What follows belongs to an exercise in optimizing a design on an open flow for small area, a short achievable clock period and few clock cycles; a production flow would make more cautious choices.
Only simulation tests tie the RTL to the original design; equivalence was not proved.

// SequentialMultiplier
module SequentialMultiplier(clock, reset, multiplicand, multiplier, product, ready, start);
    parameter N = 32;
    input clock;
    input reset;
    input [N-1:0] multiplicand, multiplier;
    output [2*N-1:0] product;
    output ready;
    input start;
    logic busy;
    logic first;                         
    logic [2:0] count;                   
    logic [N-1:0] m_register;
    logic b0;                            
    logic [34:0] acc_s, acc_c;       
    logic [N-1:0] ph_register;           
    logic [N-1:0] pl_register;           
    logic [3:0] one, two, neg;      
    logic [7:0] pend_s, pend_c;          
    logic pend_n;                        
    logic [1:0] pend_ci;                 
    wire go = start & ~busy;
    wire accumulate = busy & ~count[2];
    wire resolve = busy & count[2];
    assign ready = ~busy;
    wire [8:0] bb = go ? {multiplier[8:1], 1'b0} : pl_register[15:7];
    wire [3:0] one_d, two_d, neg_d;
    genvar j;
    generate
        for (j = 0; j < 4; j = j + 1) begin : enc
            assign one_d[j] = bb[2*j+1] ^ bb[2*j];
            assign two_d[j] = (bb[2*j+2] & ~bb[2*j+1] & ~bb[2*j]) | (~bb[2*j+2] & bb[2*j+1] & bb[2*j]);
            assign neg_d[j] = bb[2*j+2] & ~(bb[2*j+1] & bb[2*j]);
        end
    endgenerate
    wire [34:0] sum_in = first ? {3'b0, m_register & {N{b0}}} : acc_s;
    wire [34:0] carry_in = first ? {1'b1, 34'b0} : acc_c;
    wire inj41 = ~(count[1] & count[0]);
    wire [N:0] m1 = {1'b0, m_register};
    wire [N:0] m2 = {m_register, 1'b0};
  ...
Size in the first run: roughly 1300 cells after synthesis, ~200 flip-flops, roughly 130 I/O pins, about 0.014 sq mm of cells after synthesis.
Settings: LEC_CHECK=0, CAP_MARGIN=20, CORE_MARGIN=2, CORE_UTILIZATION=40, SETUP_SLACK_MARGIN=1.0, SLEW_MARGIN=20, SYNTH_HIERARCHICAL=1; clock period 4.0 ns.
run.sh (not shown) runs the stock make flow with config.mk's settings and CLKGATE_MAP_FILE= SYNTH_SCRIPT=/design/flow/synth_recipe.tcl, a recipe that flattens the netlist after the stock synthesis.
The first run went through all stages and came out clean.
Testbench counts at the start, summed over its fixed seeds: cycles 28,808.
Rerun with:
==> flow/flow/run.sh (new file) <==
#!/bin/bash
# Standard layout (the standard.sh, unchanged synthesis and steps), with
# the port buffers made from sky130_fd_sc_hd__buf_1 instead of the flow's
# default pick. Every tool's output goes to standard.log here.
set -euo pipefail
export BUFFER_PORTS_ARGS="-buffer_cell sky130_fd_sc_hd__buf_1"
bash standard.sh > standard.log 2>&1
==> flow/standard.sh (new file) <==
#!/bin/bash
# synth_recipe.tcl (not shown) runs the flow's synth.tcl, then flattens the netlist and writes it again
# the make line also repeats each setting of config.mk as NAME=value (left out here)
make -C /OpenROAD-flow-scripts/flow DESIGN_CONFIG=/design/flow/config.mk WORK_HOME=/design/flow/orfs CLKGATE_MAP_FILE= SYNTH_SCRIPT=/design/flow/synth_recipe.tcl "${@:-finish}"
CTS_BUF_LIST = sky130_fd_sc_hd__clkbuf_8   (was not set)
removed: flow/run.sh
Global-route usage went down by 0.88 points.
Cell area went down by 5.8%.
Final cell count stays flat.
Hold slack is worse by 330 ps.
Die area does not change.

---

SequentialMultiplier again, from the RTL that the note above started with.
export LEC_CHECK = 0
export CAP_MARGIN = 20
export CORE_MARGIN = 2
export CORE_UTILIZATION = 40
export SETUP_SLACK_MARGIN = 1.0
export SLEW_MARGIN = 20
export SYNTH_HIERARCHICAL = 1
create_clock -name core_clock -period 4.0 [get_ports {clock}]
standard.sh (not shown) runs the stock make flow with config.mk's settings and CLKGATE_MAP_FILE= SYNTH_SCRIPT=/design/flow/synth_recipe.tcl, a recipe that flattens the netlist after the stock synthesis.
==> flow/flow/run.sh <==
#!/bin/bash
# Standard layout (the standard.sh, unchanged synthesis and steps), with
# the port buffers made from sky130_fd_sc_hd__buf_1 instead of the flow's
# default pick. Every tool's output goes to standard.log here.
set -euo pipefail
cp standard.sh standard.sh.txt 2>/dev/null || true
export BUFFER_PORTS_ARGS="-buffer_cell sky130_fd_sc_hd__buf_1"
bash standard.sh > standard.log 2>&1
The starting point completed without violations.
Testbench counts at the start, summed over its fixed seeds: cycles 28,808.
Change:
==> flow/run.sh (new file) <==
#!/bin/bash
# synth_recipe.tcl (not shown) runs the flow's synth.tcl, then flattens the netlist and writes it again
# the make line also repeats each setting of config.mk as NAME=value (left out here)
make -C /OpenROAD-flow-scripts/flow DESIGN_CONFIG=/design/flow/config.mk WORK_HOME=/design/flow/orfs CLKGATE_MAP_FILE= SYNTH_SCRIPT=/design/flow/synth_recipe.tcl finish
SETUP_SLACK_MARGIN = 1.2   (was 1.0)
removed: flow/flow/run.sh
removed: flow/standard.sh
=> The new run completed without violations; synthesized area does not change; utilization came out higher by 2.5 points; via count is about the same; critical path depth does not change; die area is unchanged; final area rose by about 6%; count of clock-buffer cells in the layout came out lower by 1.
Change:
==> flow/flow/run.sh (new file) <==
#!/bin/bash
# Standard layout (the standard.sh, unchanged synthesis and steps), with
# the port buffers made from sky130_fd_sc_hd__buf_1 instead of the flow's
# default pick. Every tool's output goes to standard.log here.
set -euo pipefail
export BUFFER_PORTS_ARGS="-buffer_cell sky130_fd_sc_hd__buf_1"
bash standard.sh > standard.log 2>&1
==> flow/standard.sh (new file) <==
#!/bin/bash
# synth_recipe.tcl (not shown) runs the flow's synth.tcl, then flattens the netlist and writes it again
# the make line also repeats each setting of config.mk as NAME=value (left out here)
make -C /OpenROAD-flow-scripts/flow DESIGN_CONFIG=/design/flow/config.mk WORK_HOME=/design/flow/orfs CLKGATE_MAP_FILE= SYNTH_SCRIPT=/design/flow/synth_recipe.tcl "${@:-finish}"
CORE_UTILIZATION = 60   (was 40)
SETUP_SLACK_MARGIN = 1.0   (was 1.2)
removed: flow/run.sh
=> Sequential share of layout area went up by 2.0 points; count of clock-buffer cells in the layout is unchanged; routed wire length went down by 3.6%; worst setup slack gets worse by 0.18 ns.

---

== wip/cedar ==
SequentialMultiplier, a different RTL version from the one above (not shown whole).
Size in the first run: ~1,300 cells after synthesis, about 170 flip-flops, about 130 I/O pins.
## SequentialMultiplier
module SequentialMultiplier(clock, reset, multiplicand, multiplier, product, ready, start);
Settings: LEC_CHECK=0, CAP_MARGIN=20, CORE_MARGIN=2, CORE_UTILIZATION=40, SETUP_SLACK_MARGIN=1.35, SLEW_MARGIN=20, SYNTH_HIERARCHICAL=1; clock period 4.0 ns.
==> flow/flow/run.sh <==
#!/bin/bash
# Standard layout (the standard.sh, unchanged synthesis and steps), with
# the port buffers made from sky130_fd_sc_hd__buf_1 instead of the flow's
# default pick. Every tool's output goes to standard.log here.
set -euo pipefail
export BUFFER_PORTS_ARGS="-buffer_cell sky130_fd_sc_hd__buf_1"
bash standard.sh > standard.log 2>&1
Testbench counts of wip/cedar, summed over its fixed seeds: cycles 28,808.
diff inputs: wip/cedar => wip/raven
- swapping 1.35 for 1.3 in SETUP_SLACK_MARGIN
Diff wip/cedar -> wip/raven: portion of the clock cycle consumed by the worst path in the final layout higher; worst hold slack roughly the same; sequential share of layout area grew by 0.59 points.
Inputs modified between wip/raven and wip/maple:
- CTS_CLUSTER_DIAMETER now 40, previously not set
- CTS_CLUSTER_SIZE now 10, previously not set
- CTS_BUF_LIST now sky130_fd_sc_hd__clkbuf_8, previously not set
==> comparison <==
Max clock transition at the registers of the reported paths across wip/raven and wip/maple: wip/maple. wip/maple vs wip/raven on final-layout clock-cell area share: wip/maple is the lower one. Area added between synthesis and finish sits lower in wip/maple than in wip/raven. Clock skew (higher): wip/maple. Of wip/raven and wip/maple, wip/raven shows the higher total of clock buffers placed in the layout, with wip/maple below it. Wire length of wip/maple exceeds that of wip/raven slightly. In wip/maple, utilization is lower than in wip/raven. Hold slack delta for wip/maple relative to wip/raven: 0.064 ns lower. Taking wip/raven as the reference point, the multi-input combinational cell area of wip/maple rises by about 0.9%.
For wip/indigo, these inputs were changed with respect to wip/maple:
- CTS_BUF_LIST removed (was sky130_fd_sc_hd__clkbuf_8)
- CTS_CLUSTER_DIAMETER removed (was 40)
- SETUP_SLACK_MARGIN changed from 1.3 to 1.25
- CTS_CLUSTER_SIZE removed (was 10)
==> run summary <==
wip/maple → wip/indigo: xor and xnor fraction of the mapped netlist area did not really move, count of buffer and inverter cells on the critical path picked up an extra 1, sequential share of layout area held steady, data required time at the worst endpoint went up by 0.06 ns, finished layout cell area now sits lower.

---

RTL: one of the versions met above, not the one the previous note started from.
Size: roughly 130 I/O pins.
Settings: LEC_CHECK=0, CAP_MARGIN=20, CORE_MARGIN=2, CORE_UTILIZATION=40, PLACE_DENSITY=0.8, SETUP_SLACK_MARGIN=1.2, SLEW_MARGIN=20, SYNTH_HIERARCHICAL=1; clock period 4.0 ns.
Scripts as last shown in full above: flow/flow/run.sh
Testbench counts at the start, summed over its fixed seeds: cycles 28,808.
Edit:
--- a/flow/config.mk
+++ b/flow/config.mk
@@ -11 +10,0 @@
-export PLACE_DENSITY = 0.8
The new run ran to the end with no violations.
Core utilization went down by 0.18 points.
Maximum frequency went up by 0.87%.
Clock-buffer cell count does not change.
Register-to-register slack is better by 20 ps.
Cell area went down by 0.41%.
Edit:
--- a/flow/config.mk
+++ b/flow/config.mk
@@ -11 +11 @@
-export SETUP_SLACK_MARGIN = 1.2
+export SETUP_SLACK_MARGIN = 1.6
Outcome: Routed wire length goes up by 17%; setup slack improves by 18 ps; die area stays the same; non-clock buffer count goes up by 90; cell count goes up by 4.9%; core utilization goes up by 6.6 points; synthesized area stays the same.
Edit:
==> flow/run.sh (new file) <==
#!/bin/bash
# synth_recipe.tcl (not shown) runs the flow's synth.tcl, then flattens the netlist and writes it again
# the make line also repeats each setting of config.mk as NAME=value (left out here)
make -C /OpenROAD-flow-scripts/flow DESIGN_CONFIG=/design/flow/config.mk WORK_HOME=/design/flow/orfs CLKGATE_MAP_FILE= SYNTH_SCRIPT=/design/flow/synth_recipe.tcl finish
--- a/flow/config.mk
+++ b/flow/config.mk
@@ -11 +11 @@
-export SETUP_SLACK_MARGIN = 1.6
+export SETUP_SLACK_MARGIN = 1.5
removed: flow/flow/run.sh
removed: flow/standard.sh
Clock skew stays flat.
Global-route usage decreases by 1.3 points.
Core utilization increases by 0.50 points.
Die area does not change.
Synthesized cell count stays the same.
Wire length falls by 1.8%.
Cell count falls by 0.57%.
Final area increases by 0.97%.
Edit:
==> flow/flow/run.sh (new file) <==
#!/bin/bash
# Standard layout (the standard.sh, unchanged synthesis and steps), with
# the port buffers made from sky130_fd_sc_hd__buf_1 instead of the flow's
# default pick. Every tool's output goes to standard.log here.
set -euo pipefail
export BUFFER_PORTS_ARGS="-buffer_cell sky130_fd_sc_hd__buf_1"
export RECOVER_POWER=100
bash standard.sh > standard.log 2>&1
==> flow/standard.sh (new file) <==
#!/bin/bash
# synth_recipe.tcl (not shown) runs the flow's synth.tcl, then flattens the netlist and writes it again
# the make line also repeats each setting of config.mk as NAME=value (left out here)
make -C /OpenROAD-flow-scripts/flow DESIGN_CONFIG=/design/flow/config.mk WORK_HOME=/design/flow/orfs CLKGATE_MAP_FILE= SYNTH_SCRIPT=/design/flow/synth_recipe.tcl "${@:-finish}"
--- a/flow/config.mk
+++ b/flow/config.mk
@@ -11 +11 @@
-export SETUP_SLACK_MARGIN = 1.5
+export SETUP_SLACK_MARGIN = 1.0
removed: flow/run.sh
Effect: Now the flow finished but failed the layout checks on max-capacitance violations, max-slew violations; routed wire length went down by roughly a tenth; final area falls by about a fifth.

==> re-timing with driven ports <==
No port has a modelled driver above. Below, the same layouts with a new extraction and two added sets of constraints.
Step 1 sets driving cells, clkbuf_16 on the clock port and buf_2 on the other inputs (assumed; they add their load-dependent delay and slew).
Step 2 adds t to the input delays and takes it off the output delays; t is the mean of the earliest and latest rising clock arrival at the registers after step 1. Input paths then give back, and output paths get back, about the clock's delay inside the block.
a / b / c = ideal / step 1 / step 2; a / b = the first two.
| run | t, ns | slack for setup (ns) | worst setup path after step 2 |
|---|---|---|---|
| the first run of note 1 | 0.506 | 1.139 / 1.139 / 1.139 | register to register |
| the second run of note 1 | 0.549 | 1.111 / 1.111 / 1.111 | register to register |
| the first run of note 2 | 0.506 | 1.119 / 1.119 / 1.119 | register to register |
| the second run of note 2 | 0.494 | 1.247 / 1.247 / 1.247 | register to register |
| the third run of note 2 | 0.494 | 1.065 / 1.065 / 1.065 | register to register |
| wip/cedar | 0.493 | 1.392 / 1.392 / 1.392 | register to register |
| wip/raven | 0.493 | 1.362 / 1.362 / 1.362 | register to register |
| wip/maple | 0.540 | 1.342 / 1.342 / 1.342 | register to register |
| wip/indigo | 0.495 | 1.327 / 1.327 / 1.327 | register to register |
| the first run of note 4 | 0.499 | 1.237 / 1.237 / 1.237 | register to register |
| the second run of note 4 | 0.500 | 1.261 / 1.261 / 1.261 | register to register |
| the third run of note 4 | 0.497 | 1.279 / 1.279 / 1.279 | register to register |
| the fourth run of note 4 | 0.504 | 1.251 / 1.251 / 1.195 | input to register |
| the fifth run of note 4 | 0.506 | 0.717 / 0.717 / 0.717 | register to register |
For the fourth run of note 4, which loses most, drivers alone change the setup slack by 0.000 ns; drivers and shift together by -0.056 ns.
